This design comes from an exercise in tuning for small area on the open sky130 flow, not from production work. In this exercise RTL edits were held to simulation tests only and were not proved equivalent to the original.

### config.mk
export PLATFORM = sky130hd
export DESIGN_NAME = pipelined_fir
export DESIGN_NICKNAME = pipelined_fir
export VERILOG_FILES = /design/flow/design.v
export SDC_FILE = /design/flow/constraint.sdc
export NUM_CORES = 4
export LEC_CHECK = 0
export CAP_MARGIN = 0
export CORE_MARGIN = 2
export CORE_UTILIZATION = 60
export GPL_TIMING_DRIVEN = 0
export SLEW_MARGIN = 0
export SYNTH_HIERARCHICAL = 1
### constraint.sdc
create_clock -name core_clock -period 8.0 [get_ports {clk}]
set_input_delay 1.6000 -clock core_clock [delete_from_list [all_inputs] [get_ports {clk}]]
set_output_delay 1.6000 -clock core_clock [all_outputs]
set_load 0.01 [all_outputs]
### design.v
module pipelined_fir(clk,reset,xn,yn);
input clk,reset;
input signed [15:0] xn;
output wire signed [15:0] yn;
reg [15:0] a, b;
reg [17:0] e, f;   
reg [15:0] yr;
wire [15:0] ysum;
wire n1 = ~b[1];
wire n2 = ~b[2];
wire n3 = ~b[3];
wire n4 = ~b[4];
wire n5 = ~b[5];
wire n6 = ~b[6];
wire n7 = ~b[7];
wire n8 = ~b[8];
wire n9 = ~b[9];
wire n10 = ~b[10];
wire n11 = ~b[11];
wire n12 = ~b[12];
wire n13 = ~b[13];
wire n14 = ~b[14];
wire n15 = ~b[15];
wire n46 = ~a[0];
wire n47 = ~a[1];
wire n48 = ~a[2];
wire n49 = ~a[3];
wire n50 = ~a[4];
wire n51 = ~a[5];
wire n52 = ~a[6];
wire n53 = ~a[7];
wire n54 = ~a[8];
wire n55 = ~a[9];
wire n56 = ~a[10];
wire n57 = ~a[11];
wire n58 = ~a[12];
wire n59 = ~a[13];
wire n60 = ~a[14];
wire n61 = ~a[15];
wire n62 = ~b[0];
wire n63 = ~e[1];
wire n64 = ~e[2];
wire n65 = ~e[3];
wire n66 = ~e[4];
wire n67 = ~e[5];
wire n68 = ~e[6];
wire n69 = ~e[7];
wire n70 = ~e[8];
wire n71 = ~e[9];
wire n72 = ~e[10];
wire n73 = ~e[11];
wire n74 = ~e[12];
wire n75 = ~e[13];
wire n76 = ~e[14];
wire n77 = ~e[15];
wire n78 = ~ev[1];
wire n79 = ~e[0];
wire n80 = ~ev[0];
wire n81 = ~f[0];
wire n82 = ~f[16];
always @(posedge clk or posedge reset)
  if (reset) begin
    a <= 16'h0000; b <= 16'h0000; yr <= 16'h0000; e <= 18'b001111111111111110; f <= 18'b001111111111111110;
  end else begin
    a <= xn; b <= a; yr <= ysum; e <= e_next; f <= {ev, e[15:0]};
  end
assign yn = yr;
wire [17:0] e_next;
wire ep = e[17] ^ ~a[15];
wire [1:0] ev;
assign ev[0] = ep ^ ~e[16];
assign ev[1] = ep ? e[16] : e[17];
wire s16, c17;
fir_ha u_s16 (.a(n1), .b(xn[0]), .s(s16), .co(c17));
wire s18, c19;
fir_fa u_s18 (.a(n2), .b(xn[1]), .c(c17), .s(s18), .co(c19));
wire s20, c21;
fir_fa u_s20 (.a(n3), .b(xn[2]), .c(c19), .s(s20), .co(c21));
wire s22, c23;
fir_fa u_s22 (.a(n4), .b(xn[3]), .c(c21), .s(s22), .co(c23));
wire s24, c25;
fir_fa u_s24 (.a(n5), .b(xn[4]), .c(c23), .s(s24), .co(c25));
wire s26, c27;
fir_fa u_s26 (.a(n6), .b(xn[5]), .c(c25), .s(s26), .co(c27));
wire s28, c29;
fir_fa u_s28 (.a(n7), .b(xn[6]), .c(c27), .s(s28), .co(c29));
wire s30, c31;
fir_fa u_s30 (.a(n8), .b(xn[7]), .c(c29), .s(s30), .co(c31));
wire s32, c33;
fir_fa u_s32 (.a(n9), .b(xn[8]), .c(c31), .s(s32), .co(c33));
wire s34, c35;
fir_fa u_s34 (.a(n10), .b(xn[9]), .c(c33), .s(s34), .co(c35));
wire s36, c37;
fir_fa u_s36 (.a(n11), .b(xn[10]), .c(c35), .s(s36), .co(c37));
wire s38, c39;
fir_fa u_s38 (.a(n12), .b(xn[11]), .c(c37), .s(s38), .co(c39));
wire s40, c41;
fir_fa u_s40 (.a(n13), .b(xn[12]), .c(c39), .s(s40), .co(c41));
wire s42, c43;
fir_fa u_s42 (.a(n14), .b(xn[13]), .c(c41), .s(s42), .co(c43));
wire s44, c45;
fir_fa u_s44 (.a(n15), .b(xn[14]), .c(c43), .s(s44), .co(c45));
wire s83, c84;
fir_ha u_s83 (.a(e[0]), .b(n46), .s(s83), .co(c84));
wire s85, c86;
fir_fa u_s85 (.a(b[0]), .b(n47), .c(n63), .s(s85), .co(c86));
wire s87, c88;
fir_ha u_s87 (.a(c84), .b(s85), .s(s87), .co(c88));
wire s89, c90;
fir_fa u_s89 (.a(b[1]), .b(e[0]), .c(n48), .s(s89), .co(c90));
wire s91, c92;
fir_fa u_s91 (.a(n64), .b(c86), .c(s89), .s(s91), .co(c92));
wire s93, c94;
fir_ha u_s93 (.a(c88), .b(s91), .s(s93), .co(c94));
wire s95, c96;
fir_fa u_s95 (.a(b[2]), .b(n49), .c(n63), .s(s95), .co(c96));
wire s97, c98;
fir_fa u_s97 (.a(n65), .b(n81), .c(c90), .s(s97), .co(c98));
wire s99, c100;
fir_fa u_s99 (.a(s95), .b(c92), .c(s97), .s(s99), .co(c100));
wire s101, c102;
fir_fa u_s101 (.a(a[0]), .b(b[3]), .c(f[1]), .s(s101), .co(c102));
wire s103, c104;
fir_fa u_s103 (.a(n50), .b(n64), .c(n66), .s(s103), .co(c104));
wire s105, c106;
fir_fa u_s105 (.a(c96), .b(s101), .c(s103), .s(s105), .co(c106));
wire s107, c108;
fir_ha u_s107 (.a(c98), .b(s105), .s(s107), .co(c108));
wire s109, c110;
fir_fa u_s109 (.a(a[1]), .b(b[4]), .c(e[0]), .s(s109), .co(c110));
wire s111, c112;
fir_fa u_s111 (.a(f[2]), .b(n51), .c(n65), .s(s111), .co(c112));
wire s113, c114;
fir_ha u_s113 (.a(n67), .b(n81), .s(s113), .co(c114));
wire s115, c116;
fir_fa u_s115 (.a(s113), .b(c102), .c(c104), .s(s115), .co(c116));
wire s117, c118;
fir_fa u_s117 (.a(s109), .b(s111), .c(c106), .s(s117), .co(c118));
wire s119, c120;
fir_fa u_s119 (.a(s115), .b(c108), .c(s117), .s(s119), .co(c120));
wire s121, c122;
fir_fa u_s121 (.a(a[2]), .b(b[5]), .c(f[1]), .s(s121), .co(c122));
wire s123, c124;
fir_fa u_s123 (.a(f[3]), .b(n52), .c(n63), .s(s123), .co(c124));
wire s125, c126;
fir_fa u_s125 (.a(n66), .b(n68), .c(c114), .s(s125), .co(c126));
wire s127, c128;
fir_fa u_s127 (.a(c110), .b(c112), .c(s121), .s(s127), .co(c128));
wire s129, c130;
fir_fa u_s129 (.a(s123), .b(s125), .c(c116), .s(s129), .co(c130));
wire s131, c132;
fir_fa u_s131 (.a(s127), .b(c118), .c(s129), .s(s131), .co(c132));
wire s133, c134;
fir_fa u_s133 (.a(a[0]), .b(a[3]), .c(b[6]), .s(s133), .co(c134));
wire s135, c136;
fir_fa u_s135 (.a(f[2]), .b(f[4]), .c(n53), .s(s135), .co(c136));
wire s137, c138;
fir_fa u_s137 (.a(n64), .b(n67), .c(n69), .s(s137), .co(c138));
wire s139, c140;
fir_fa u_s139 (.a(c122), .b(c124), .c(s133), .s(s139), .co(c140));
wire s141, c142;
fir_fa u_s141 (.a(s135), .b(s137), .c(c126), .s(s141), .co(c142));
wire s143, c144;
fir_fa u_s143 (.a(c128), .b(s139), .c(s141), .s(s143), .co(c144));
wire s145, c146;
fir_fa u_s145 (.a(c130), .b(s143), .c(c132), .s(s145), .co(c146));
wire s147, c148;
fir_fa u_s147 (.a(a[1]), .b(a[4]), .c(b[7]), .s(s147), .co(c148));
wire s149, c150;
fir_fa u_s149 (.a(f[3]), .b(f[5]), .c(n54), .s(s149), .co(c150));
wire s151, c152;
fir_fa u_s151 (.a(n62), .b(n65), .c(n68), .s(s151), .co(c152));
wire s153, c154;
fir_fa u_s153 (.a(n70), .b(n81), .c(c134), .s(s153), .co(c154));
wire s155, c156;
fir_fa u_s155 (.a(c136), .b(c138), .c(s147), .s(s155), .co(c156));
wire s157, c158;
fir_fa u_s157 (.a(s149), .b(s151), .c(c140), .s(s157), .co(c158));
wire s159, c160;
fir_fa u_s159 (.a(s153), .b(s155), .c(c142), .s(s159), .co(c160));
wire s161, c162;
fir_fa u_s161 (.a(s157), .b(c144), .c(s159), .s(s161), .co(c162));
wire s163, c164;
fir_fa u_s163 (.a(a[2]), .b(a[5]), .c(b[8]), .s(s163), .co(c164));
wire s165, c166;
fir_fa u_s165 (.a(f[1]), .b(f[4]), .c(f[6]), .s(s165), .co(c166));
wire s167, c168;
fir_fa u_s167 (.a(n1), .b(n46), .c(n55), .s(s167), .co(c168));
wire s169, c170;
fir_fa u_s169 (.a(n66), .b(n69), .c(n71), .s(s169), .co(c170));
wire s171, c172;
fir_fa u_s171 (.a(c148), .b(c150), .c(c152), .s(s171), .co(c172));
wire s173, c174;
fir_fa u_s173 (.a(s163), .b(s165), .c(s167), .s(s173), .co(c174));
wire s175, c176;
fir_fa u_s175 (.a(s169), .b(c154), .c(c156), .s(s175), .co(c176));
wire s177, c178;
fir_fa u_s177 (.a(s171), .b(s173), .c(c158), .s(s177), .co(c178));
wire s179, c180;
fir_fa u_s179 (.a(s175), .b(c160), .c(s177), .s(s179), .co(c180));
wire s181, c182;
fir_fa u_s181 (.a(a[3]), .b(a[6]), .c(b[9]), .s(s181), .co(c182));
wire s183, c184;
fir_fa u_s183 (.a(f[2]), .b(f[5]), .c(f[7]), .s(s183), .co(c184));
wire s185, c186;
fir_fa u_s185 (.a(n2), .b(n47), .c(n56), .s(s185), .co(c186));
wire s187, c188;
fir_fa u_s187 (.a(n67), .b(n70), .c(n72), .s(s187), .co(c188));
wire s189, c190;
fir_fa u_s189 (.a(n79), .b(c164), .c(c166), .s(s189), .co(c190));
wire s191, c192;
fir_fa u_s191 (.a(c168), .b(c170), .c(s181), .s(s191), .co(c192));
wire s193, c194;
fir_fa u_s193 (.a(s183), .b(s185), .c(s187), .s(s193), .co(c194));
wire s195, c196;
fir_fa u_s195 (.a(c172), .b(s189), .c(c174), .s(s195), .co(c196));
wire s197, c198;
fir_fa u_s197 (.a(s191), .b(s193), .c(c176), .s(s197), .co(c198));
wire s199, c200;
fir_fa u_s199 (.a(s195), .b(c178), .c(s197), .s(s199), .co(c200));
wire s201, c202;
fir_fa u_s201 (.a(a[4]), .b(a[7]), .c(b[10]), .s(s201), .co(c202));
wire s203, c204;
fir_fa u_s203 (.a(e[1]), .b(f[3]), .c(f[6]), .s(s203), .co(c204));
wire s205, c206;
fir_fa u_s205 (.a(f[8]), .b(n3), .c(n48), .s(s205), .co(c206));
wire s207, c208;
fir_fa u_s207 (.a(n57), .b(n68), .c(n71), .s(s207), .co(c208));
wire s209, c210;
fir_fa u_s209 (.a(n73), .b(n81), .c(c182), .s(s209), .co(c210));
wire s211, c212;
fir_fa u_s211 (.a(c184), .b(c186), .c(c188), .s(s211), .co(c212));
wire s213, c214;
fir_fa u_s213 (.a(s201), .b(s203), .c(s205), .s(s213), .co(c214));
wire s215, c216;
fir_fa u_s215 (.a(s207), .b(c190), .c(c192), .s(s215), .co(c216));
wire s217, c218;
fir_fa u_s217 (.a(s209), .b(c194), .c(s211), .s(s217), .co(c218));
wire s219, c220;
fir_fa u_s219 (.a(s213), .b(c196), .c(s215), .s(s219), .co(c220));
wire s221, c222;
fir_fa u_s221 (.a(s217), .b(c198), .c(s219), .s(s221), .co(c222));
wire s223, c224;
fir_fa u_s223 (.a(a[5]), .b(a[8]), .c(b[11]), .s(s223), .co(c224));
wire s225, c226;
fir_fa u_s225 (.a(e[2]), .b(f[1]), .c(f[4]), .s(s225), .co(c226));
wire s227, c228;
fir_fa u_s227 (.a(f[7]), .b(f[9]), .c(n4), .s(s227), .co(c228));
wire s229, c230;
fir_fa u_s229 (.a(n49), .b(n58), .c(n69), .s(s229), .co(c230));
wire s231, c232;
fir_fa u_s231 (.a(n72), .b(n74), .c(n79), .s(s231), .co(c232));
wire s233, c234;
fir_fa u_s233 (.a(c202), .b(c204), .c(c206), .s(s233), .co(c234));
wire s235, c236;
fir_fa u_s235 (.a(c208), .b(s223), .c(s225), .s(s235), .co(c236));
wire s237, c238;
fir_fa u_s237 (.a(s227), .b(s229), .c(s231), .s(s237), .co(c238));
wire s239, c240;
fir_fa u_s239 (.a(c210), .b(c212), .c(c214), .s(s239), .co(c240));
wire s241, c242;
fir_fa u_s241 (.a(s233), .b(s235), .c(s237), .s(s241), .co(c242));
wire s243, c244;
fir_fa u_s243 (.a(c216), .b(c218), .c(s239), .s(s243), .co(c244));
wire s245, c246;
fir_fa u_s245 (.a(s241), .b(c220), .c(s243), .s(s245), .co(c246));
wire s247, c248;
fir_fa u_s247 (.a(a[6]), .b(a[9]), .c(b[12]), .s(s247), .co(c248));
wire s249, c250;
fir_fa u_s249 (.a(e[1]), .b(e[3]), .c(f[10]), .s(s249), .co(c250));
wire s251, c252;
fir_fa u_s251 (.a(f[2]), .b(f[5]), .c(f[8]), .s(s251), .co(c252));
wire s253, c254;
fir_fa u_s253 (.a(n5), .b(n50), .c(n59), .s(s253), .co(c254));
wire s255, c256;
fir_fa u_s255 (.a(n70), .b(n73), .c(n75), .s(s255), .co(c256));
wire s257, c258;
fir_fa u_s257 (.a(c224), .b(c226), .c(c228), .s(s257), .co(c258));
wire s259, c260;
fir_fa u_s259 (.a(c230), .b(c232), .c(s247), .s(s259), .co(c260));
wire s261, c262;
fir_fa u_s261 (.a(s249), .b(s251), .c(s253), .s(s261), .co(c262));
wire s263, c264;
fir_fa u_s263 (.a(s255), .b(c234), .c(c236), .s(s263), .co(c264));
wire s265, c266;
fir_fa u_s265 (.a(c238), .b(s257), .c(s259), .s(s265), .co(c266));
wire s267, c268;
fir_fa u_s267 (.a(s261), .b(c240), .c(s263), .s(s267), .co(c268));
wire s269, c270;
fir_fa u_s269 (.a(c242), .b(s265), .c(c244), .s(s269), .co(c270));
wire s271, c272;
fir_fa u_s271 (.a(s267), .b(c246), .c(s269), .s(s271), .co(c272));
wire s273, c274;
fir_fa u_s273 (.a(a[10]), .b(a[7]), .c(b[13]), .s(s273), .co(c274));
wire s275, c276;
fir_fa u_s275 (.a(e[2]), .b(e[4]), .c(f[11]), .s(s275), .co(c276));
wire s277, c278;
fir_fa u_s277 (.a(f[3]), .b(f[6]), .c(f[9]), .s(s277), .co(c278));
wire s279, c280;
fir_fa u_s279 (.a(n46), .b(n51), .c(n6), .s(s279), .co(c280));
wire s281, c282;
fir_fa u_s281 (.a(n60), .b(n62), .c(n71), .s(s281), .co(c282));
wire s283, c284;
fir_fa u_s283 (.a(n74), .b(n76), .c(n79), .s(s283), .co(c284));
wire s285, c286;
fir_fa u_s285 (.a(n81), .b(c248), .c(c250), .s(s285), .co(c286));
wire s287, c288;
fir_fa u_s287 (.a(c252), .b(c254), .c(c256), .s(s287), .co(c288));
wire s289, c290;
fir_fa u_s289 (.a(s273), .b(s275), .c(s277), .s(s289), .co(c290));
wire s291, c292;
fir_fa u_s291 (.a(s279), .b(s281), .c(s283), .s(s291), .co(c292));
wire s293, c294;
fir_fa u_s293 (.a(c258), .b(c260), .c(s285), .s(s293), .co(c294));
wire s295, c296;
fir_fa u_s295 (.a(c262), .b(s287), .c(s289), .s(s295), .co(c296));
wire s297, c298;
fir_fa u_s297 (.a(s291), .b(c264), .c(c266), .s(s297), .co(c298));
wire s299, c300;
fir_fa u_s299 (.a(s293), .b(s295), .c(c268), .s(s299), .co(c300));
wire s301, c302;
fir_fa u_s301 (.a(s297), .b(c270), .c(s299), .s(s301), .co(c302));
wire s303, c304;
fir_fa u_s303 (.a(a[11]), .b(a[15]), .c(a[8]), .s(s303), .co(c304));
wire s305, c306;
fir_fa u_s305 (.a(b[14]), .b(e[1]), .c(e[3]), .s(s305), .co(c306));
wire s307, c308;
fir_fa u_s307 (.a(e[5]), .b(f[10]), .c(f[12]), .s(s307), .co(c308));
wire s309, c310;
fir_fa u_s309 (.a(f[1]), .b(f[4]), .c(f[7]), .s(s309), .co(c310));
wire s311, c312;
fir_fa u_s311 (.a(n1), .b(n47), .c(n52), .s(s311), .co(c312));
wire s313, c314;
fir_fa u_s313 (.a(n7), .b(n72), .c(n75), .s(s313), .co(c314));
wire s315, c316;
fir_fa u_s315 (.a(n77), .b(c274), .c(c276), .s(s315), .co(c316));
wire s317, c318;
fir_fa u_s317 (.a(c278), .b(c280), .c(c282), .s(s317), .co(c318));
wire s319, c320;
fir_fa u_s319 (.a(c284), .b(s303), .c(s305), .s(s319), .co(c320));
wire s321, c322;
fir_fa u_s321 (.a(s307), .b(s309), .c(s311), .s(s321), .co(c322));
wire s323, c324;
fir_fa u_s323 (.a(s313), .b(c286), .c(c288), .s(s323), .co(c324));
wire s325, c326;
fir_fa u_s325 (.a(c290), .b(s315), .c(c292), .s(s325), .co(c326));
wire s327, c328;
fir_fa u_s327 (.a(s317), .b(s319), .c(s321), .s(s327), .co(c328));
wire s329, c330;
fir_fa u_s329 (.a(c294), .b(c296), .c(s323), .s(s329), .co(c330));
wire s331, c332;
fir_fa u_s331 (.a(s325), .b(s327), .c(c298), .s(s331), .co(c332));
wire s333, c334;
fir_fa u_s333 (.a(s329), .b(c300), .c(s331), .s(s333), .co(c334));
wire s335, c336;
fir_ha u_s335 (.a(c302), .b(s333), .s(s335), .co(c336));
wire s337, c338;
fir_fa u_s337 (.a(a[12]), .b(a[9]), .c(e[2]), .s(s337), .co(c338));
wire s339, c340;
fir_fa u_s339 (.a(e[4]), .b(e[6]), .c(ev[0]), .s(s339), .co(c340));
wire s341, c342;
fir_fa u_s341 (.a(f[11]), .b(f[13]), .c(f[2]), .s(s341), .co(c342));
wire s343, c344;
fir_fa u_s343 (.a(f[5]), .b(f[8]), .c(n15), .s(s343), .co(c344));
wire s345, c346;
fir_fa u_s345 (.a(n2), .b(n48), .c(n53), .s(s345), .co(c346));
wire s347, c348;
fir_fa u_s347 (.a(n73), .b(n76), .c(n8), .s(s347), .co(c348));
wire s349, c350;
fir_fa u_s349 (.a(c304), .b(c306), .c(c308), .s(s349), .co(c350));
wire s351, c352;
fir_fa u_s351 (.a(c310), .b(c312), .c(c314), .s(s351), .co(c352));
wire s353, c354;
fir_fa u_s353 (.a(s337), .b(s339), .c(s341), .s(s353), .co(c354));
wire s355, c356;
fir_fa u_s355 (.a(s343), .b(s345), .c(s347), .s(s355), .co(c356));
wire s357, c358;
fir_fa u_s357 (.a(c316), .b(c318), .c(c320), .s(s357), .co(c358));
wire s359, c360;
fir_fa u_s359 (.a(s349), .b(c322), .c(s351), .s(s359), .co(c360));
wire s361, c362;
fir_fa u_s361 (.a(s353), .b(s355), .c(c324), .s(s361), .co(c362));
wire s363, c364;
fir_fa u_s363 (.a(c326), .b(s357), .c(c328), .s(s363), .co(c364));
wire s365, c366;
fir_fa u_s365 (.a(s359), .b(c330), .c(s361), .s(s365), .co(c366));
wire s367, c368;
fir_fa u_s367 (.a(s363), .b(c332), .c(s365), .s(s367), .co(c368));
wire s369, c370;
fir_fa u_s369 (.a(c334), .b(s367), .c(c336), .s(s369), .co(c370));
wire s371, c372;
fir_fa u_s371 (.a(a[10]), .b(a[13]), .c(e[3]), .s(s371), .co(c372));
wire s373, c374;
fir_fa u_s373 (.a(e[5]), .b(e[7]), .c(f[12]), .s(s373), .co(c374));
wire s375, c376;
fir_fa u_s375 (.a(f[14]), .b(f[3]), .c(f[6]), .s(s375), .co(c376));
wire s377, c378;
fir_fa u_s377 (.a(f[9]), .b(n3), .c(n49), .s(s377), .co(c378));
wire s379, c380;
fir_fa u_s379 (.a(n54), .b(n74), .c(n77), .s(s379), .co(c380));
wire s381, c382;
fir_fa u_s381 (.a(n78), .b(n9), .c(c338), .s(s381), .co(c382));
wire s383, c384;
fir_fa u_s383 (.a(c340), .b(c342), .c(c344), .s(s383), .co(c384));
wire s385, c386;
fir_fa u_s385 (.a(c346), .b(c348), .c(s371), .s(s385), .co(c386));
wire s387, c388;
fir_fa u_s387 (.a(s373), .b(s375), .c(s377), .s(s387), .co(c388));
wire s389, c390;
fir_fa u_s389 (.a(s379), .b(c350), .c(c352), .s(s389), .co(c390));
wire s391, c392;
fir_fa u_s391 (.a(c354), .b(s381), .c(c356), .s(s391), .co(c392));
wire s393, c394;
fir_fa u_s393 (.a(s383), .b(s385), .c(s387), .s(s393), .co(c394));
wire s395, c396;
fir_fa u_s395 (.a(c358), .b(c360), .c(s389), .s(s395), .co(c396));
wire s397, c398;
fir_fa u_s397 (.a(s391), .b(s393), .c(c362), .s(s397), .co(c398));
wire s399, c400;
fir_fa u_s399 (.a(c364), .b(s395), .c(c366), .s(s399), .co(c400));
wire s401, c402;
fir_fa u_s401 (.a(s397), .b(c368), .c(s399), .s(s401), .co(c402));
wire s403, c404;
fir_fa u_s403 (.a(a[11]), .b(a[14]), .c(e[4]), .s(s403), .co(c404));
wire s405, c406;
fir_fa u_s405 (.a(e[6]), .b(e[8]), .c(ev[0]), .s(s405), .co(c406));
wire s407, c408;
fir_fa u_s407 (.a(f[10]), .b(f[13]), .c(f[15]), .s(s407), .co(c408));
wire s409, c410;
fir_fa u_s409 (.a(f[4]), .b(f[7]), .c(n10), .s(s409), .co(c410));
wire s411, c412;
fir_fa u_s411 (.a(n4), .b(n50), .c(n55), .s(s411), .co(c412));
wire s413, c414;
fir_fa u_s413 (.a(n75), .b(c372), .c(c374), .s(s413), .co(c414));
wire s415, c416;
fir_fa u_s415 (.a(c376), .b(c378), .c(c380), .s(s415), .co(c416));
wire s417, c418;
fir_fa u_s417 (.a(s403), .b(s405), .c(s407), .s(s417), .co(c418));
wire s419, c420;
fir_fa u_s419 (.a(s409), .b(s411), .c(c382), .s(s419), .co(c420));
wire s421, c422;
fir_fa u_s421 (.a(c384), .b(c386), .c(s413), .s(s421), .co(c422));
wire s423, c424;
fir_fa u_s423 (.a(c388), .b(s415), .c(s417), .s(s423), .co(c424));
wire s425, c426;
fir_fa u_s425 (.a(c390), .b(s419), .c(c392), .s(s425), .co(c426));
wire s427, c428;
fir_fa u_s427 (.a(s421), .b(c394), .c(s423), .s(s427), .co(c428));
wire s429, c430;
fir_fa u_s429 (.a(c396), .b(s425), .c(s427), .s(s429), .co(c430));
wire s431, c432;
fir_fa u_s431 (.a(c398), .b(s429), .c(c400), .s(s431), .co(c432));
wire s433, c434;
fir_ha u_s433 (.a(c402), .b(s431), .s(s433), .co(c434));
wire s435, c436;
fir_fa u_s435 (.a(a[12]), .b(e[5]), .c(e[7]), .s(s435), .co(c436));
wire s437, c438;
fir_fa u_s437 (.a(e[9]), .b(f[11]), .c(f[14]), .s(s437), .co(c438));
wire s439, c440;
fir_fa u_s439 (.a(f[5]), .b(f[8]), .c(n11), .s(s439), .co(c440));
wire s441, c442;
fir_fa u_s441 (.a(n5), .b(n51), .c(n56), .s(s441), .co(c442));
wire s443, c444;
fir_fa u_s443 (.a(n61), .b(n76), .c(n78), .s(s443), .co(c444));
wire s445, c446;
fir_fa u_s445 (.a(n82), .b(c404), .c(c406), .s(s445), .co(c446));
wire s447, c448;
fir_fa u_s447 (.a(c408), .b(c410), .c(c412), .s(s447), .co(c448));
wire s449, c450;
fir_fa u_s449 (.a(s435), .b(s437), .c(s439), .s(s449), .co(c450));
wire s451, c452;
fir_fa u_s451 (.a(s441), .b(s443), .c(c414), .s(s451), .co(c452));
wire s453, c454;
fir_fa u_s453 (.a(c416), .b(c418), .c(s445), .s(s453), .co(c454));
wire s455, c456;
fir_fa u_s455 (.a(s447), .b(s449), .c(c420), .s(s455), .co(c456));
wire s457, c458;
fir_fa u_s457 (.a(c422), .b(s451), .c(c424), .s(s457), .co(c458));
wire s459, c460;
fir_fa u_s459 (.a(s453), .b(s455), .c(c426), .s(s459), .co(c460));
wire s461, c462;
fir_ha u_s461 (.a(c428), .b(s457), .s(s461), .co(c462));
wire s463, c464;
fir_fa u_s463 (.a(s461), .b(s459), .c(c430), .s(s463), .co(c464));
wire s465, c466;
fir_fa u_s465 (.a(s463), .b(c432), .c(c434), .s(s465), .co(c466));
wire s467, c468;
fir_fa u_s467 (.a(a[13]), .b(e[10]), .c(e[6]), .s(s467), .co(c468));
wire s469, c470;
fir_fa u_s469 (.a(e[8]), .b(f[12]), .c(f[15]), .s(s469), .co(c470));
wire s471, c472;
fir_fa u_s471 (.a(f[17]), .b(f[6]), .c(f[9]), .s(s471), .co(c472));
wire s473, c474;
fir_fa u_s473 (.a(n12), .b(n52), .c(n57), .s(s473), .co(c474));
wire s475, c476;
fir_ha u_s475 (.a(n6), .b(n77), .s(s475), .co(c476));
wire s477, c478;
fir_fa u_s477 (.a(s475), .b(c436), .c(c438), .s(s477), .co(c478));
wire s479, c480;
fir_fa u_s479 (.a(c440), .b(c442), .c(c444), .s(s479), .co(c480));
wire s481, c482;
fir_fa u_s481 (.a(s467), .b(s469), .c(s471), .s(s481), .co(c482));
wire s483, c484;
fir_fa u_s483 (.a(s473), .b(c446), .c(c448), .s(s483), .co(c484));
wire s485, c486;
fir_fa u_s485 (.a(s477), .b(c450), .c(s479), .s(s485), .co(c486));
wire s487, c488;
fir_fa u_s487 (.a(s481), .b(c452), .c(c454), .s(s487), .co(c488));
wire s489, c490;
fir_fa u_s489 (.a(s483), .b(s485), .c(c456), .s(s489), .co(c490));
wire s491, c492;
fir_fa u_s491 (.a(c458), .b(s487), .c(c462), .s(s491), .co(c492));
wire s493, c494;
fir_fa u_s493 (.a(s489), .b(c460), .c(s491), .s(s493), .co(c494));
wire s495, c496;
fir_fa u_s495 (.a(c464), .b(s493), .c(c466), .s(s495), .co(c496));
wire s497, c498;
fir_fa u_s497 (.a(a[14]), .b(e[11]), .c(e[7]), .s(s497), .co(c498));
wire s499, c500;
fir_fa u_s499 (.a(e[9]), .b(ev[0]), .c(f[10]), .s(s499), .co(c500));
wire s501, c502;
fir_fa u_s501 (.a(f[13]), .b(f[7]), .c(n13), .s(s501), .co(c502));
wire s503, c504;
fir_fa u_s503 (.a(n53), .b(n58), .c(n7), .s(s503), .co(c504));
wire s505, c506;
fir_fa u_s505 (.a(n82), .b(c476), .c(c468), .s(s505), .co(c506));
wire s507, c508;
fir_fa u_s507 (.a(c470), .b(c472), .c(c474), .s(s507), .co(c508));
wire s509, c510;
fir_fa u_s509 (.a(s497), .b(s499), .c(s501), .s(s509), .co(c510));
wire s511, c512;
fir_fa u_s511 (.a(s503), .b(c478), .c(c480), .s(s511), .co(c512));
wire s513, c514;
fir_fa u_s513 (.a(c482), .b(s505), .c(s507), .s(s513), .co(c514));
wire s515, c516;
fir_fa u_s515 (.a(s509), .b(c484), .c(c486), .s(s515), .co(c516));
wire s517, c518;
fir_fa u_s517 (.a(s511), .b(s513), .c(c488), .s(s517), .co(c518));
wire s519, c520;
fir_fa u_s519 (.a(s515), .b(c490), .c(s517), .s(s519), .co(c520));
wire s521, c522;
fir_fa u_s521 (.a(c492), .b(s519), .c(c494), .s(s521), .co(c522));
wire s523, c524;
fir_fa u_s523 (.a(e[10]), .b(e[12]), .c(e[8]), .s(s523), .co(c524));
wire s525, c526;
fir_fa u_s525 (.a(f[11]), .b(f[14]), .c(f[17]), .s(s525), .co(c526));
wire s527, c528;
fir_fa u_s527 (.a(f[8]), .b(n14), .c(n54), .s(s527), .co(c528));
wire s529, c530;
fir_fa u_s529 (.a(n59), .b(n61), .c(n78), .s(s529), .co(c530));
wire s531, c532;
fir_fa u_s531 (.a(n8), .b(c498), .c(c500), .s(s531), .co(c532));
wire s533, c534;
fir_fa u_s533 (.a(c502), .b(c504), .c(s523), .s(s533), .co(c534));
wire s535, c536;
fir_fa u_s535 (.a(s525), .b(s527), .c(s529), .s(s535), .co(c536));
wire s537, c538;
fir_fa u_s537 (.a(c506), .b(c508), .c(s531), .s(s537), .co(c538));
wire s539, c540;
fir_fa u_s539 (.a(c510), .b(s533), .c(s535), .s(s539), .co(c540));
wire s541, c542;
fir_fa u_s541 (.a(c512), .b(c514), .c(s537), .s(s541), .co(c542));
wire s543, c544;
fir_fa u_s543 (.a(s539), .b(c516), .c(s541), .s(s543), .co(c544));
wire s545, c546;
fir_fa u_s545 (.a(c518), .b(s543), .c(c520), .s(s545), .co(c546));
wire s547, c548;
fir_fa u_s547 (.a(b[15]), .b(e[11]), .c(e[13]), .s(s547), .co(c548));
wire s549, c550;
fir_fa u_s549 (.a(e[9]), .b(f[12]), .c(f[15]), .s(s549), .co(c550));
wire s551, c552;
fir_fa u_s551 (.a(f[9]), .b(n55), .c(n60), .s(s551), .co(c552));
wire s553, c554;
fir_fa u_s553 (.a(n9), .b(c524), .c(c526), .s(s553), .co(c554));
wire s555, c556;
fir_fa u_s555 (.a(c528), .b(c530), .c(s547), .s(s555), .co(c556));
wire s557, c558;
fir_fa u_s557 (.a(s549), .b(s551), .c(c532), .s(s557), .co(c558));
wire s559, c560;
fir_fa u_s559 (.a(c534), .b(s553), .c(c536), .s(s559), .co(c560));
wire s561, c562;
fir_fa u_s561 (.a(s555), .b(c538), .c(s557), .s(s561), .co(c562));
wire s563, c564;
fir_ha u_s563 (.a(c540), .b(s559), .s(s563), .co(c564));
wire s565, c566;
fir_fa u_s565 (.a(s563), .b(c542), .c(s561), .s(s565), .co(c566));
wire s567, c568;
fir_fa u_s567 (.a(c544), .b(s565), .c(c546), .s(s567), .co(c568));
wire s569, c570;
fir_fa u_s569 (.a(a[15]), .b(e[10]), .c(e[12]), .s(s569), .co(c570));
wire s571, c572;
fir_fa u_s571 (.a(e[14]), .b(f[10]), .c(f[13]), .s(s571), .co(c572));
wire s573, c574;
fir_fa u_s573 (.a(n10), .b(n56), .c(n82), .s(s573), .co(c574));
wire s575, c576;
fir_fa u_s575 (.a(c548), .b(c550), .c(c552), .s(s575), .co(c576));
wire s577, c578;
fir_fa u_s577 (.a(s569), .b(s571), .c(s573), .s(s577), .co(c578));
wire s579, c580;
fir_fa u_s579 (.a(c554), .b(c556), .c(s575), .s(s579), .co(c580));
wire s581, c582;
fir_fa u_s581 (.a(s577), .b(c558), .c(c560), .s(s581), .co(c582));
wire s583, c584;
fir_fa u_s583 (.a(s579), .b(c564), .c(c562), .s(s583), .co(c584));
wire s585, c586;
fir_fa u_s585 (.a(s581), .b(c566), .c(s583), .s(s585), .co(c586));
wire s587, c588;
fir_ha u_s587 (.a(s585), .b(c568), .s(s587), .co(c588));
wire s589, c590;
fir_fa u_s589 (.a(e[11]), .b(e[13]), .c(e[15]), .s(s589), .co(c590));
wire s591, c592;
fir_fa u_s591 (.a(f[11]), .b(f[14]), .c(f[17]), .s(s591), .co(c592));
wire s593, c594;
fir_ha u_s593 (.a(n11), .b(n57), .s(s593), .co(c594));
wire s595, c596;
fir_fa u_s595 (.a(s593), .b(c570), .c(c572), .s(s595), .co(c596));
wire s597, c598;
fir_fa u_s597 (.a(c574), .b(s589), .c(s591), .s(s597), .co(c598));
wire s599, c600;
fir_fa u_s599 (.a(c576), .b(s595), .c(c578), .s(s599), .co(c600));
wire s601, c602;
fir_fa u_s601 (.a(s597), .b(c580), .c(s599), .s(s601), .co(c602));
wire s603, c604;
fir_fa u_s603 (.a(c582), .b(s601), .c(c584), .s(s603), .co(c604));
wire s605, c606;
fir_fa u_s605 (.a(c586), .b(s603), .c(c588), .s(s605), .co(c606));
wire s607, c608;
fir_fa u_s607 (.a(e[12]), .b(e[14]), .c(f[12]), .s(s607), .co(c608));
wire s609, c610;
fir_fa u_s609 (.a(f[15]), .b(n12), .c(n58), .s(s609), .co(c610));
wire s611, c612;
fir_fa u_s611 (.a(n80), .b(c594), .c(c590), .s(s611), .co(c612));
wire s613, c614;
fir_fa u_s613 (.a(c592), .b(s607), .c(s609), .s(s613), .co(c614));
wire s615, c616;
fir_fa u_s615 (.a(c596), .b(c598), .c(s611), .s(s615), .co(c616));
wire s617, c618;
fir_fa u_s617 (.a(s613), .b(c600), .c(s615), .s(s617), .co(c618));
wire s619, c620;
fir_fa u_s619 (.a(c602), .b(s617), .c(c604), .s(s619), .co(c620));
wire s621, c622;
fir_fa u_s621 (.a(e[13]), .b(e[15]), .c(ev[1]), .s(s621), .co(c622));
wire s623, c624;
fir_fa u_s623 (.a(f[13]), .b(n13), .c(n59), .s(s623), .co(c624));
wire s625, c626;
fir_fa u_s625 (.a(n82), .b(c608), .c(c610), .s(s625), .co(c626));
wire s627, c628;
fir_fa u_s627 (.a(s621), .b(s623), .c(c612), .s(s627), .co(c628));
wire s629, c630;
fir_fa u_s629 (.a(c614), .b(s625), .c(c616), .s(s629), .co(c630));
wire s631, c632;
fir_fa u_s631 (.a(s627), .b(c618), .c(s629), .s(s631), .co(c632));
wire s633, c634;
fir_fa u_s633 (.a(e[14]), .b(f[14]), .c(f[17]), .s(s633), .co(c634));
wire s635, c636;
fir_fa u_s635 (.a(n14), .b(n60), .c(n80), .s(s635), .co(c636));
wire s637, c638;
fir_fa u_s637 (.a(c622), .b(c624), .c(s633), .s(s637), .co(c638));
wire s639, c640;
fir_fa u_s639 (.a(s635), .b(c626), .c(s637), .s(s639), .co(c640));
wire s641, c642;
fir_fa u_s641 (.a(c628), .b(s639), .c(c630), .s(s641), .co(c642));
wire s643, c644;
fir_fa u_s643 (.a(a[15]), .b(b[15]), .c(e[15]), .s(s643), .co(c644));
wire s645, c646;
fir_fa u_s645 (.a(ev[1]), .b(f[15]), .c(c634), .s(s645), .co(c646));
wire s647, c648;
fir_fa u_s647 (.a(c636), .b(s643), .c(c638), .s(s647), .co(c648));
wire s649, c650;
fir_fa u_s649 (.a(s645), .b(c640), .c(s647), .s(s649), .co(c650));
wire s651, c652;
fir_fa u_s651 (.a(n80), .b(n82), .c(c644), .s(s651), .co(c652));
wire s653, c654;
fir_fa u_s653 (.a(c646), .b(s651), .c(c648), .s(s653), .co(c654));
wire s655 = ev[1] ^ f[17];
wire s656 = s655 ^ c652 ^ c654;
wire c657 = ~c94 & ~s99;
wire i658 = ~c657;
wire c659 = (s107 & c100) | (s107 & i658) | (c100 & i658);
wire c660 = ~s119 & ~c659;
wire i661 = ~c660;
wire c662 = (c120 & s131) | (c120 & i661) | (s131 & i661);
wire c663 = s145 & c662;
wire c664 = (s161 & c146) | (s161 & c663) | (c146 & c663);
wire c665 = (c162 & s179) | (c162 & c664) | (s179 & c664);
wire c666 = (c180 & s199) | (c180 & c665) | (s199 & c665);
wire c667 = (c200 & s221) | (c200 & c666) | (s221 & c666);
wire c668 = (c222 & s245) | (c222 & c667) | (s245 & c667);
wire c669 = ~s271 & ~c668;
wire i670 = ~c669;
wire c671 = (c272 & s301) | (c272 & i670) | (s301 & i670);
wire c672 = ~s335 & ~c671;
wire s673, c674;
fir_ha u_s673 (.a(s401), .b(c370), .s(s673), .co(c674));
wire k675 = ~(s673 | c674);
wire s676, c677;
fir_ha u_s676 (.a(s521), .b(c496), .s(s676), .co(c677));
wire k678 = ~(s676 | c677);
wire s679, c680;
fir_ha u_s679 (.a(s545), .b(c522), .s(s679), .co(c680));
wire k681 = ~(s679 | c680);
wire s682, c683;
fir_ha u_s682 (.a(s619), .b(c606), .s(s682), .co(c683));
wire k684 = ~(s682 | c683);
wire s685, c686;
fir_ha u_s685 (.a(s631), .b(c620), .s(s685), .co(c686));
wire k687 = ~(s685 | c686);
wire s688, c689;
fir_ha u_s688 (.a(c632), .b(s641), .s(s688), .co(c689));
wire k690 = ~(s688 | c689);
wire s691, c692;
fir_ha u_s691 (.a(s649), .b(c642), .s(s691), .co(c692));
wire k693 = ~(s691 | c692);
wire s694, c695;
fir_ha u_s694 (.a(c650), .b(s653), .s(s694), .co(c695));
wire k696 = ~(s694 | c695);
wire G697 = ~s369 & c672;
wire G698 = k675 | s673 & G697;
wire G699 = ~s433 & G698;
wire P700 = ~s495 & ~s465;
wire G701 = k681 | s679 & k678;
wire P702 = s679 & s676;
wire P703 = ~s587 & ~s567;
wire P704 = s682 & ~s605;
wire G705 = k690 | s688 & k687;
wire P706 = s688 & s685;
wire G707 = k696 | s694 & k693;
wire P708 = s694 & s691;
wire G709 = ~s465 & G699;
wire G710 = P700 & G699;
wire G711 = ~s567 & G701;
wire P712 = ~s567 & P702;
wire G713 = P703 & G701;
wire P714 = P703 & P702;
wire G715 = k687 | s685 & k684;
wire P716 = s685 & P704;
wire G717 = G705 | P706 & k684;
wire P718 = P706 & P704;
wire G719 = ~s656 & G707;
wire P720 = ~s656 & P708;
wire G721 = k678 | s676 & G710;
wire G722 = G701 | P702 & G710;
wire G723 = G711 | P712 & G710;
wire G724 = G713 | P714 & G710;
wire G725 = k693 | s691 & G717;
wire P726 = s691 & P718;
wire G727 = G707 | P708 & G717;
wire P728 = P708 & P718;
wire G729 = G719 | P720 & G717;
wire P730 = P720 & P718;
wire G731 = ~s605 & G724;
wire G732 = k684 | P704 & G724;
wire G733 = G715 | P716 & G724;
wire G734 = G717 | P718 & G724;
wire G735 = G725 | P726 & G724;
wire G736 = G727 | P728 & G724;
wire G737 = G729 | P730 & G724;
wire y738 = ~s369 ^ c672;
wire y739 = s673 ^ G697;
wire y740 = ~s433 ^ G698;
wire y741 = ~s465 ^ G699;
wire y742 = ~s495 ^ G709;
wire y743 = s676 ^ G710;
wire y744 = s679 ^ G721;
wire y745 = ~s567 ^ G722;
wire y746 = ~s587 ^ G723;
wire y747 = ~s605 ^ G724;
wire y748 = s682 ^ G731;
wire y749 = s685 ^ G732;
wire y750 = s688 ^ G733;
wire y751 = s691 ^ G734;
wire y752 = s694 ^ G735;
wire y753 = ~s656 ^ G736;
assign e_next = {b[15], c45, s44, s42, s40, s38, s36, s34, s32, s30, s28, s26, s24, s22, s20, s18, s16, b[0]};
assign ysum = {y753, y752, y751, y750, y749, y748, y747, y746, y745, y744, y743, y742, y741, y740, y739, y738};
endmodule
module fir_fa(a, b, c, s, co);
input a, b, c;
output s, co;
assign s = a ^ b ^ c;
assign co = (a & b) | (a & c) | (b & c);
endmodule
module fir_ha(a, b, s, co);
input a, b;
output s, co;
assign s = a ^ b;
assign co = a & b;
endmodule
### flow/run.sh
#!/bin/bash
# Layout flow: the standard flow (standard.sh, with its synthesis
# unchanged), except that the port buffers use the smallest buffer cell and
# clock tree synthesis runs without dummy balancing loads and with one clock
# buffer type. The full make output goes to standard.log in this folder.
set -e
bash standard.sh \
  'BUFFER_PORTS_ARGS=-buffer_cell sky130_fd_sc_hd__buf_1' \
  'CTS_ARGS=-sink_clustering_enable -repair_clock_nets -dont_use_dummy_load -buf_list sky130_fd_sc_hd__clkbuf_8' \
  finish > standard.log 2>&1
### standard.sh
#!/bin/bash
# synth_recipe.tcl (not shown) runs the flow's synth.tcl, then flattens the netlist and writes it again
# the make line also repeats each setting of config.mk as NAME=value (left out here)
make -C /OpenROAD-flow-scripts/flow DESIGN_CONFIG=/design/flow/config.mk WORK_HOME=/design/flow/orfs CLKGATE_MAP_FILE= SYNTH_SCRIPT=/design/flow/synth_recipe.tcl "${@:-finish}"
==> results of run 1 <==
-- metrics by stage --
stage          utilization [%]
2_1_floorplan                -
3_3_place_gp              63.8
3_5_place_dp              64.0
4_1_cts                   64.8
5_1_grt                   64.8
6_report                  64.8
-- worst reg2reg max path: stages (launching register included) --
cell      delay (ns)
dfrtp_1         0.66
inv_2           0.17
o21ai_1         0.15
a21boi_0        1.15
fa_1            0.63
fa_1            0.45
fa_1            0.48
fa_1            0.55
fa_1            0.42
ha_1            0.20
fa_1            0.38
fa_1            0.37
ha_1            0.35
and4bb_4        0.25
o22ai_4         0.23
nor4_4          0.10
o31ai_2         0.34
a21oi_1         0.14
xor2_1          0.15
-- state kept, by name, indices dropped and copies added, names as in the netlist --
register  flops
f            18
yr           16
a            16
e            18
b            16
-- kinds of logic after synthesis --
logic type / after synthesis
compound gates: 25
xor+xnor: 16
flops: 84
buf+inv: 61
fa+ha+maj: 313
simple gates: 15
mux: 2
-- modules after synthesis, one instance, submodules excluded --
module	area, sq um	copies in the design	flops+latches	cells
pipelined_fir	2850	1	84	207
fir_fa	20.0	288	0	1
fir_ha	12.5	21	0	1
-- metal layers --
metal | track usage (%) | wire (um)
met1 | 40.2 | 7900
met2 | 48.4 | 10600
met3 | 7.01 | 1440
met4 | 11.4 | 895
met5 | 0 | 0
-- worst max-delay path by stage --
stage / start / to / slack (ns) / depth (start not counted)
2_1_floorplan: xn[0] / e[15]$_DFF_PP1_ / 0.76 / 15
3_3_place_gp: xn[0] / e[15]$_DFF_PP1_ / 0.53 / 16
3_5_place_dp: xn[0] / e[15]$_DFF_PP1_ / 0.42 / 16
4_1_cts: a[15]$_DFF_PP0_ / yr[14]$_DFF_PP0_ / 0.69 / 18
5_1_grt: a[15]$_DFF_PP0_ / yr[14]$_DFF_PP0_ / 0.40 / 18
6_report: a[15]$_DFF_PP0_ / yr[14]$_DFF_PP0_ / 0.71 / 18
-- cell type report --
cell class / count / area share, %
multi-input combinational: 371 / 69.4
sequential: 84 / 22.8
inverter: 61 / 2.47
tap: 184 / 2.45
timing repair buffer: 34 / 1.61
clock buffer: 9 / 1.32
-- cells in the mapped netlist --
library cell	count	area share (%)
fa_1	288	65
inv_1	60	2.5
dfrtp_1	54	15
dfstp_2	30	8.9
ha_1	25	3.5
xnor2_1	12	1.2
nor2_1	7	0.30
o21ai_0	5	0.28
a21oi_1	4	0.23
xor2_1	4	0.39
a31oi_1	3	0.21
o31ai_1	3	0.25
nand2_1	2	0.085
nor2b_1	2	0.14
o21ai_1	2	0.11
o22ai_1	2	0.14
a2111o_1	1	0.13
a21boi_0	1	0.085
a221oi_1	1	0.099
and4bb_4	1	0.18
inv_2	1	0.042
mux2_2	1	0.13
mux2i_1	1	0.11
nor3_1	1	0.056
nor4_1	1	0.070
nor4_4	1	0.24
o221ai_1	1	0.099
o22ai_4	1	0.23
o31ai_2	1	0.14
==> flow_summary_export.csv, run 1 <==
group,metric,value,unit
layout,fin_nets,892,
place,routabilityCongestion,0.972,
global_route,grt_usage,29.8,%
synthesis,syn_avg_cell_area,17.2,sq um
layout,fillers,1087,
sta,skew,0.0328,ns
place,placed_area,9270,sq um
layout,multi_input_area,6510,sq um
worst_setup_path,startpoint_type,"flip-flop",
sta,min_period,7.29,ns
worst_setup_path,slowest_delay,1.15,ns
route,drt_iter0_markers,242,
cts,root_buffer,"clkbuf_8",
synthesis,synth_compound_area_share,2.00,%
route,ant_nets,0,
layout,layout_common_cells,"288 x fa_1, 59 x inv_1, 54 x dfrtp_1",
min_path,worstHoldEndpoint,"e[0]$_DFF_PP0_",
synthesis,yosys_warnings,7,
worst_setup_path,critical_path.top_delay_family,"adder cells",
place,numPortBuffers,33,
layout,diodes,0,
cts,cts_tree,"yes",
outcome,status,"finished with violations",
worst_setup_path,setup.worst_path.end_class,"flip-flop",
cts,clk_path_buf_depth,2,
global_route,grt_max_degree,69,
floorplan,core-area,14500,sq um
run,cap_violations,1,
worst_setup_path,r2r_setup_slack,0.71,ns
outcome,so.violations,"capacitance limit, slew limit",
layout,layout_commonest_cell,"fa_1",
cts,post-cts-setup-buffers,0,
sta,hold_ws,0.445,ns
route,firstDrtPassIters,5,
worst_setup_path,timing.rr.start,"a[15]$_DFF_PP0_",
synthesis,synth.distinct_cells,29,
worst_setup_path,crit_slowest_cell,"a21boi_0",
route,viasPerCell,5.88,
worst_setup_path,critical_path_class,"reg -> reg",
place,place_inst,734,
synthesis,synth.net_count,847,
worst_setup_path,regToRegEndpoint,"yr[14]$_DFF_PP0_",
place,place_hpwl,18.5,mm
synthesis,synth_cells,516,
cts,htree_levels,3,
synthesis,synthXorXnorAreaFrac,1.58,%
route,wl,20.9,mm
sta,relSlewSlack,-0.119,%
floorplan,rows,44,
synthesis,yosysSeqAreaShare,24.1,%
floorplan,design.die.area,15800,sq um
global_route,grt_pass1_wl,33.0,mm
cts,numCtsBuffers,9,
floorplan,fp.dieH,126,um
synthesis,synth_mux_area_share,0.240,%
worst_setup_path,crit_chain,"inv_2 > o21ai_1 > a21boi_0 > fa_1 > fa_1 > fa_1 > fa_1 > fa_1 > ha_1 > fa_1 > fa_1 > ha_1 > and4bb_4 > o22ai_4 > nor4_4 > o31ai_2 > a21oi_1 > xor2_1",
worst_setup_path,worstPathRequired,8.26,ns
sta,fmax,137,MHz
layout,syn_to_final_growth,5.72,%
min_path,hp-class,"reg -> reg",
sta,layout_setup_ws,0.710,ns
sta,rsz0062_at_grt,"false",
global_route,grt_pass1_vias,5472,
cts,clk_pin_slew,0.10,ns
global_route,antenna_found_initial,0,
worst_setup_path,path_max_fanout,6,
synthesis,ys_ff_latch,84,
place,dpl_worst_slack,0.419,ns
worst_setup_path,worstPathArrival,7.55,ns
cts,clock_latency,0.38,ns
floorplan,die_w,126,um
min_path,hold_path_depth,0,
layout,final-seq-area,2140,sq um
sta,maxSlewViolCount,1,
floorplan,start_util,61.3,%
synthesis,netlist_area,8880,sq um
route,via_count,4367,
layout,drive_gt1_share,8.41,%
synthesis,synth-adder-area-share,68.4,%
sta,tightestPinTransition,1.49,ns
floorplan,ios,34,
sta,setup_tns,0,ns
min_path,hp-start,"b[0]$_DFF_PP0_",
route,wl_per_cell,28.1,um
worst_setup_path,worst-path-buf-inv,1,
cts,cts_resized,0,
cts,cts.sinks,84,
layout,final_area,9390,sq um
sta,setup_viol,0,
synthesis,synth_top_family_by_area,"adder cells",
global_route,gr-total-overflow,0,
worst_setup_path,reg2reg_depth,18,
sta,finalHoldViolations,0,
route,drcViolationCount,0,
synthesis,synthSimpleGateAreaFrac,1.07,%
worst_setup_path,crit_top_cell,"fa_1",
cts,hold_buffers,0,
sta,fin_crit_sh,91.1,%
layout,fin_cells,743,
==> inputs of run 2 (changes only) <==
--- a/config.mk
+++ b/config.mk
@@ -5,9 +5,10 @@
 export SDC_FILE = /design/flow/constraint.sdc
 export NUM_CORES = 4
 export LEC_CHECK = 0
-export CAP_MARGIN = 0
+export CAP_MARGIN = 20
 export CORE_MARGIN = 2
-export CORE_UTILIZATION = 60
+export CORE_UTILIZATION = 75
 export GPL_TIMING_DRIVEN = 0
-export SLEW_MARGIN = 0
+export PLACE_DENSITY = 0.85
+export SLEW_MARGIN = 20
 export SYNTH_HIERARCHICAL = 1
==> flow_summary_export.csv, run 2 <==
group,metric,value,unit
route,wl,22.0,mm
sta,setup_viol,0,
floorplan,core-area,11500,sq um
synthesis,synth_compound_area_share,2.00,%
synthesis,synthFlopType,"dfrtp_1",
layout,layout_common_cells,"288 x fa_1, 59 x inv_1, 54 x dfrtp_1",
cts,clk_pin_slew,0.10,ns
synthesis,netlist_top_cells_count,"288 x fa_1, 60 x inv_1, 54 x dfrtp_1, 30 x dfstp_2, 25 x ha_1",
synthesis,synth.distinct_cells,29,
synthesis,synthTopCellsByArea,"fa_1 65%, dfrtp_1 15%, dfstp_2 8.9%, ha_1 3.5%, inv_1 2.5%",
route,firstDrtPassIters,5,
worst_setup_path,path_max_fanout,6,
sta,min_period,7.42,ns
worst_setup_path,timing.rr.start,"a[15]$_DFF_PP0_",
place,numPortBuffers,33,
sta,layout_setup_ws,0.578,ns
synthesis,synth_most_common_cell,"fa_1",
sta,fmax,135,MHz
cts,numCtsBuffers,9,
route,wl_per_cell,31.4,um
global_route,grt_pass1_vias,5663,
min_path,hp-class,"reg -> reg",
sta,maxSlewViolCount,0,
floorplan,ios,34,
sta,finalHoldViolations,0,
synthesis,ys_ff_latch,84,
floorplan,start_util,77.4,%
global_route,grt_pass1_wl,34.2,mm
layout,final_core_util,81.4,%
worst_setup_path,worstPathRequired,8.28,ns
cts,hold_buffers,0,
layout,multi_input_area,6510,sq um
synthesis,synth_top_family_by_area,"adder cells",
layout,fin_nets,892,
synthesis,yosysSeqAreaShare,24.1,%
global_route,grt_busiest_layer,"met2",
cts,cts.sinks,84,
place,placed_area,9210,sq um
cts,post-cts-setup-buffers,0,
worst_setup_path,critical_path_class,"reg -> reg",
cts,clock_latency,0.39,ns
global_route,grt_max_degree,66,
sta,skew,0.0346,ns
route,viasPerCell,6.60,
route,drt_iter0_markers,476,
layout,layout_commonest_cell,"fa_1",
synthesis,synth_area_leader_cell,"fa_1",
cts,clk_path_buf_depth,2,
layout,reg_top3,"e x18, f x18",
route,ant_nets,0,
sta,setup_tns,0,ns
global_route,use_met1,52.7,%
route,drcViolationCount,0,
place,routabilityCongestion,1.07,
layout,final-seq-area,2140,sq um
worst_setup_path,setup.worst_path.end_class,"flip-flop",
synthesis,synth-adder-area-share,68.4,%
floorplan,rows,39,
cts,htree_levels,3,
synthesis,netlist_area,8880,sq um
floorplan,fp.dieH,113,um
outcome,status,"complete, no violations",
synthesis,synth_mux_area_share,0.240,%
synthesis,syn_avg_cell_area,17.2,sq um
layout,drive_gt1_share,8.41,%
synthesis,synthSimpleGateAreaFrac,1.07,%
layout,syn_to_final_growth,5.14,%
synthesis,synth-edff-count,0,
synthesis,async_reset_ff_share,100,%
sta,tightestPinTransition,1.01,ns
global_route,grt_usage,39.6,%
synthesis,yosys_warnings,7,
synthesis,synthXorXnorAreaFrac,1.58,%
synthesis,synth_top_area_share,64.9,%
run,cap_violations,0,
floorplan,design.die.area,12700,sq um
sta,rsz0062_at_grt,"false",
sta,relSlewSlack,32.2,%
worst_setup_path,worstPathArrival,7.70,ns
global_route,grtUsageMet2,63.2,%
cts,cts_resized,0,
floorplan,die_w,113,um
place,place_hpwl,19.3,mm
global_route,gr-total-overflow,0,
worst_setup_path,startpoint_type,"flip-flop",
worst_setup_path,critPathLaunch,"a[15]$_DFF_PP0_",
sta,fin_crit_sh,92.8,%
cts,root_buffer,"clkbuf_8",
cts,cts_tree,"yes",
global_route,antenna_found_initial,0,
route,via_count,4634,
synthesis,synth.net_count,847,
global_route,use_met3,10.6,%
min_path,hp-start,"e[3]$_DFF_PP1_",
synthesis,synth_cells,516,
place,dpl_worst_slack,0.258,ns
layout,final_area,9340,sq um
layout,diodes,0,
layout,fillers,594,
run 2: routing by layer:
layer / vias up / routed length, um
met5: - / 0
met4: 0 / 1350
met3: 89 / 2030
met2: 291 / 11000
met1: 2597 / 7680
li1: 1657 / -
run 2: stage by stage:
stage	hold WS [ns]	std cells
after floorplan	0.394	516
after global placement	0.423	692
after detailed placement	0.428	693
after CTS	0.439	702
after global routing	0.446	702
final	0.441	702
run 2: worst paths after layout:
kind | end | slack (ns) | depth (start not counted)
worst max-delay path | yr[15]$_DFF_PP0_ | 0.58 | 18
worst min-delay path | f[3]$_DFF_PP1_ | 0.44 | 0
worst max register to register | yr[15]$_DFF_PP0_ | 0.58 | 18
worst min register to register | f[3]$_DFF_PP1_ | 0.44 | 0
max in group asynchronous | f[4]$_DFF_PP1_ | 6.14 | 3
min in group asynchronous | yr[5]$_DFF_PP0_ | 1.19 | 2
run 2: layout make-up:
cell class              instances  area share (%)
repair buffers                 34            1.62
well taps                     143            1.92
clock buffers                   9            1.33
inverters                      61            2.48
flip-flops and latches         84            22.9
multi-input cells             371            69.7
run 2: per-module statistics from Yosys (local to each module, per instance):
module         times used  flops+latches  cell area, sq um
fir_fa                288              0              20.0
pipelined_fir           1             84              2850
fir_ha                 21              0              12.5
run 2: worst max-delay path, stage by stage (launching register included):
cell and delay, ns:
dfrtp_1 0.65, xnor2_1 0.18, xnor2_1 0.81, fa_1 0.59, fa_1 0.55, fa_1 0.44, fa_1 0.52, fa_1 0.44
fa_1 0.46, ha_1 0.21, fa_1 0.38, fa_1 0.37, ha_1 0.36, and4bb_4 0.25, o22ai_4 0.23, nor4_4 0.10
o31ai_2 0.39, a31oi_1 0.16, xnor2_1 0.21
run 2: kinds of logic after synthesis:
family          after synthesis
fa+ha+maj                   313
compound gates               25
mux                           2
buf+inv                      61
simple gates                 15
flops                        84
xor+xnor                     16
==> inputs of run 3 (changes only) <==
--- a/flow/run.sh
+++ b/flow/run.sh
@@ -6,5 +6,5 @@
 set -e
 bash standard.sh \
   'BUFFER_PORTS_ARGS=-buffer_cell sky130_fd_sc_hd__buf_1' \
-  'CTS_ARGS=-sink_clustering_enable -repair_clock_nets -dont_use_dummy_load -buf_list sky130_fd_sc_hd__clkbuf_8' \
+  'CTS_ARGS=-sink_clustering_enable -sink_clustering_levels 1 -sink_clustering_size 30 -sink_clustering_max_diameter 200 -repair_clock_nets -dont_use_dummy_load -buf_list sky130_fd_sc_hd__clkbuf_8' \
   finish > standard.log 2>&1
==> flow_summary_export.csv, run 3 <==
group,metric,value,unit
synthesis,netlist_top_cells_count,"288 x fa_1, 60 x inv_1, 54 x dfrtp_1, 30 x dfstp_2, 25 x ha_1",
min_path,worstHoldEndpoint,"f[3]$_DFF_PP1_",
synthesis,yosys_warnings,7,
run,cap_violations,0,
layout,diodes,0,
worst_setup_path,regToRegEndpoint,"yr[15]$_DFF_PP0_",
floorplan,start_util,77.4,%
worst_setup_path,crit_chain,"xnor2_1 > xnor2_1 > fa_1 > fa_1 > fa_1 > fa_1 > fa_1 > fa_1 > ha_1 > fa_1 > fa_1 > ha_1 > and4bb_4 > o22ai_4 > nor4_4 > o31ai_2 > a31oi_1 > xnor2_1",
floorplan,die_w,113,um
cts,htree_levels,3,
worst_setup_path,reg2reg_depth,18,
layout,layout_commonest_cell,"fa_1",
global_route,antenna_found_initial,0,
cts,clock_latency,0.39,ns
min_path,hp-start,"e[3]$_DFF_PP1_",
route,firstDrtPassIters,5,
route,ant_nets,0,
layout,final_area,9340,sq um
synthesis,syn_avg_cell_area,17.2,sq um
cts,clk_path_buf_depth,2,
layout,final_core_util,81.4,%
synthesis,netlist_area,8880,sq um
sta,min_period,7.42,ns
place,placed_area,9210,sq um
route,wl_per_cell,31.4,um
layout,layout_common_cells,"288 x fa_1, 59 x inv_1, 54 x dfrtp_1",
synthesis,synth-edff-count,0,
cts,post-cts-setup-buffers,0,
cts,clk_pin_slew,0.10,ns
sta,skew,0.0346,ns
synthesis,synth_most_common_cell,"fa_1",
sta,rsz0062_at_grt,"false",
global_route,grt_pass1_vias,5663,
sta,tightestPinTransition,1.01,ns
synthesis,yosysSeqAreaShare,24.1,%
sta,setup_tns,0,ns
synthesis,synthFlopType,"dfrtp_1",
sta,hold_ws,0.441,ns
floorplan,rows,39,
outcome,status,"complete, no violations",
layout,drive_gt1_share,8.41,%
route,drcViolationCount,0,
worst_setup_path,crit_slowest_cell,"xnor2_1",
synthesis,synth_cells,516,
sta,fmax,135,MHz
place,numPortBuffers,33,
place,routabilityCongestion,1.07,
worst_setup_path,startpoint_type,"flip-flop",
synthesis,synth_area_leader_cell,"fa_1",
sta,finalHoldViolations,0,
sta,setup_viol,0,
worst_setup_path,setup.worst_path.end_class,"flip-flop",
layout,fin_nets,892,
floorplan,core-area,11500,sq um
cts,root_buffer,"clkbuf_8",
global_route,gr-total-overflow,0,
route,viasPerCell,6.60,
global_route,grt_max_degree,66,
place,place_hpwl,19.3,mm
layout,syn_to_final_growth,5.14,%
sta,relSlewSlack,32.2,%
min_path,hold_path_depth,0,
synthesis,synthTopCellsByArea,"fa_1 65%, dfrtp_1 15%, dfstp_2 8.9%, ha_1 3.5%, inv_1 2.5%",
cts,numCtsBuffers,9,
worst_setup_path,worstPathRequired,8.28,ns
cts,cts_resized,0,
synthesis,synth.net_count,847,
floorplan,design.die.area,12700,sq um
floorplan,ios,34,
worst_setup_path,worstPathArrival,7.70,ns
route,wl,22.0,mm
global_route,grt_usage,39.6,%
synthesis,ys_ff_latch,84,
worst_setup_path,path_max_fanout,6,
worst_setup_path,slowest_delay,0.81,ns
floorplan,fp.dieH,113,um
worst_setup_path,r2r_setup_slack,0.58,ns
sta,maxSlewViolCount,0,
worst_setup_path,crit_top_cell,"fa_1",
synthesis,synth.distinct_cells,29,
layout,reg_top3,"e x18, f x18",
route,drt_iter0_markers,476,
cts,hold_buffers,0,
cts,cts_tree,"yes",
min_path,hp-class,"reg -> reg",
synthesis,synth_top_area_share,64.9,%
worst_setup_path,worst-path-buf-inv,0,
sta,fin_crit_sh,92.8,%
worst_setup_path,critical_path_class,"reg -> reg",
worst_setup_path,timing.rr.start,"a[15]$_DFF_PP0_",
global_route,grt_pass1_wl,34.2,mm
synthesis,async_reset_ff_share,100,%
cts,cts.sinks,84,
route,via_count,4634,
worst_setup_path,critical_path.top_delay_family,"adder cells",
==> run 3: cell counts after synthesis <==
Identical to the previous run, type by type.
==> run 3: cell type report <==
type	count	area (sq um)
multi-input cells	371	6510
repair buffers	34	151
well taps	143	179
inverters	61	231
clock buffers	9	124
fillers	594	2130
flip-flops and latches	84	2140
==> run 3: cell families (layout without fill, tap and decap cells) <==
group	count (synthesis)	after routing	share of synthesized area, %
DFF	84	84	24.1
muxes	2	2	0.239
adders and majority gates	313	313	68.4
buffers and inverters	61	104	2.58
and+or+nand+nor	15	15	1.07
xor gates and xnor gates	16	16	1.58
AOI/OAI and AO/OA	25	25	2.00
==> run 3: how the worst max path moves through the flow <==
| stage | startpoint | to | slack (ns) | cells after the start |
|---|---|---|---|---|
| final | a[15]$_DFF_PP0_ | yr[15]$_DFF_PP0_ | 0.58 | 18 |
| after global routing | a[15]$_DFF_PP0_ | yr[15]$_DFF_PP0_ | 0.29 | 18 |
| after CTS | a[15]$_DFF_PP0_ | yr[14]$_DFF_PP0_ | 0.60 | 18 |
| after detailed placement | xn[0] | e[15]$_DFF_PP1_ | 0.26 | 16 |
| after global placement | xn[0] | e[15]$_DFF_PP1_ | 0.55 | 16 |
| after floorplan | xn[0] | e[15]$_DFF_PP1_ | 0.76 | 15 |
==> run 3: per-module statistics from Yosys (local to each module, per instance) <==
module | flops+latches | cells inside
fir_fa | 0 | 1
fir_ha | 0 | 1
pipelined_fir | 84 | 207
==> run 3: per-stage QoR <==
step | cells | worst slack [ns]
after floorplan | 516 | 0.764
after global placement | 692 | 0.555
after detailed placement | 693 | 0.258
after CTS | 702 | 0.603
after global routing | 702 | 0.294
final | 702 | 0.578
==> run 3: layer usage <==
layer / vias up / global-route usage (%) / wire (um)
li1: 1657 / - / -
met1: 2597 / 52.7 / 7680
met2: 291 / 63.2 / 11000
met3: 89 / 10.6 / 2030
met4: 0 / 18.7 / 1350
met5: - / 0 / 0

-- separate check: timing with driven ports --
The results above use ideal ports. As a check the final layouts listed here were re-extracted and re-timed, cells and wires unchanged. Step 1 (the two cells are an assumption about what drives the block):
set clk [get_ports {clk}]
set_driving_cell -lib_cell sky130_fd_sc_hd__clkbuf_16 $clk
set_driving_cell -lib_cell sky130_fd_sc_hd__buf_2 [delete_from_list [all_inputs] $clk]
Step 2 also shifts input and output timing later by t, the mid clock arrival at the registers, as if the neighbouring blocks saw the same clock. Three values: ideal ports, drivers, drivers and shift; two values: the first two.
run	shift t [ns]	slack for setup (ns)	worst hold slack (ns)	worst setup path after step 2	cell pins on the clock port's net
run 1	0.401	0.710 / 0.710 / 0.462	0.445 / 0.445 / 0.445	input to register	1
run 2	0.408	0.578 / 0.578 / 0.285	0.441 / 0.441 / 0.441	input to register	1
run 3	0.408	0.578 / 0.578 / 0.285	0.441 / 0.441 / 0.441	input to register	1
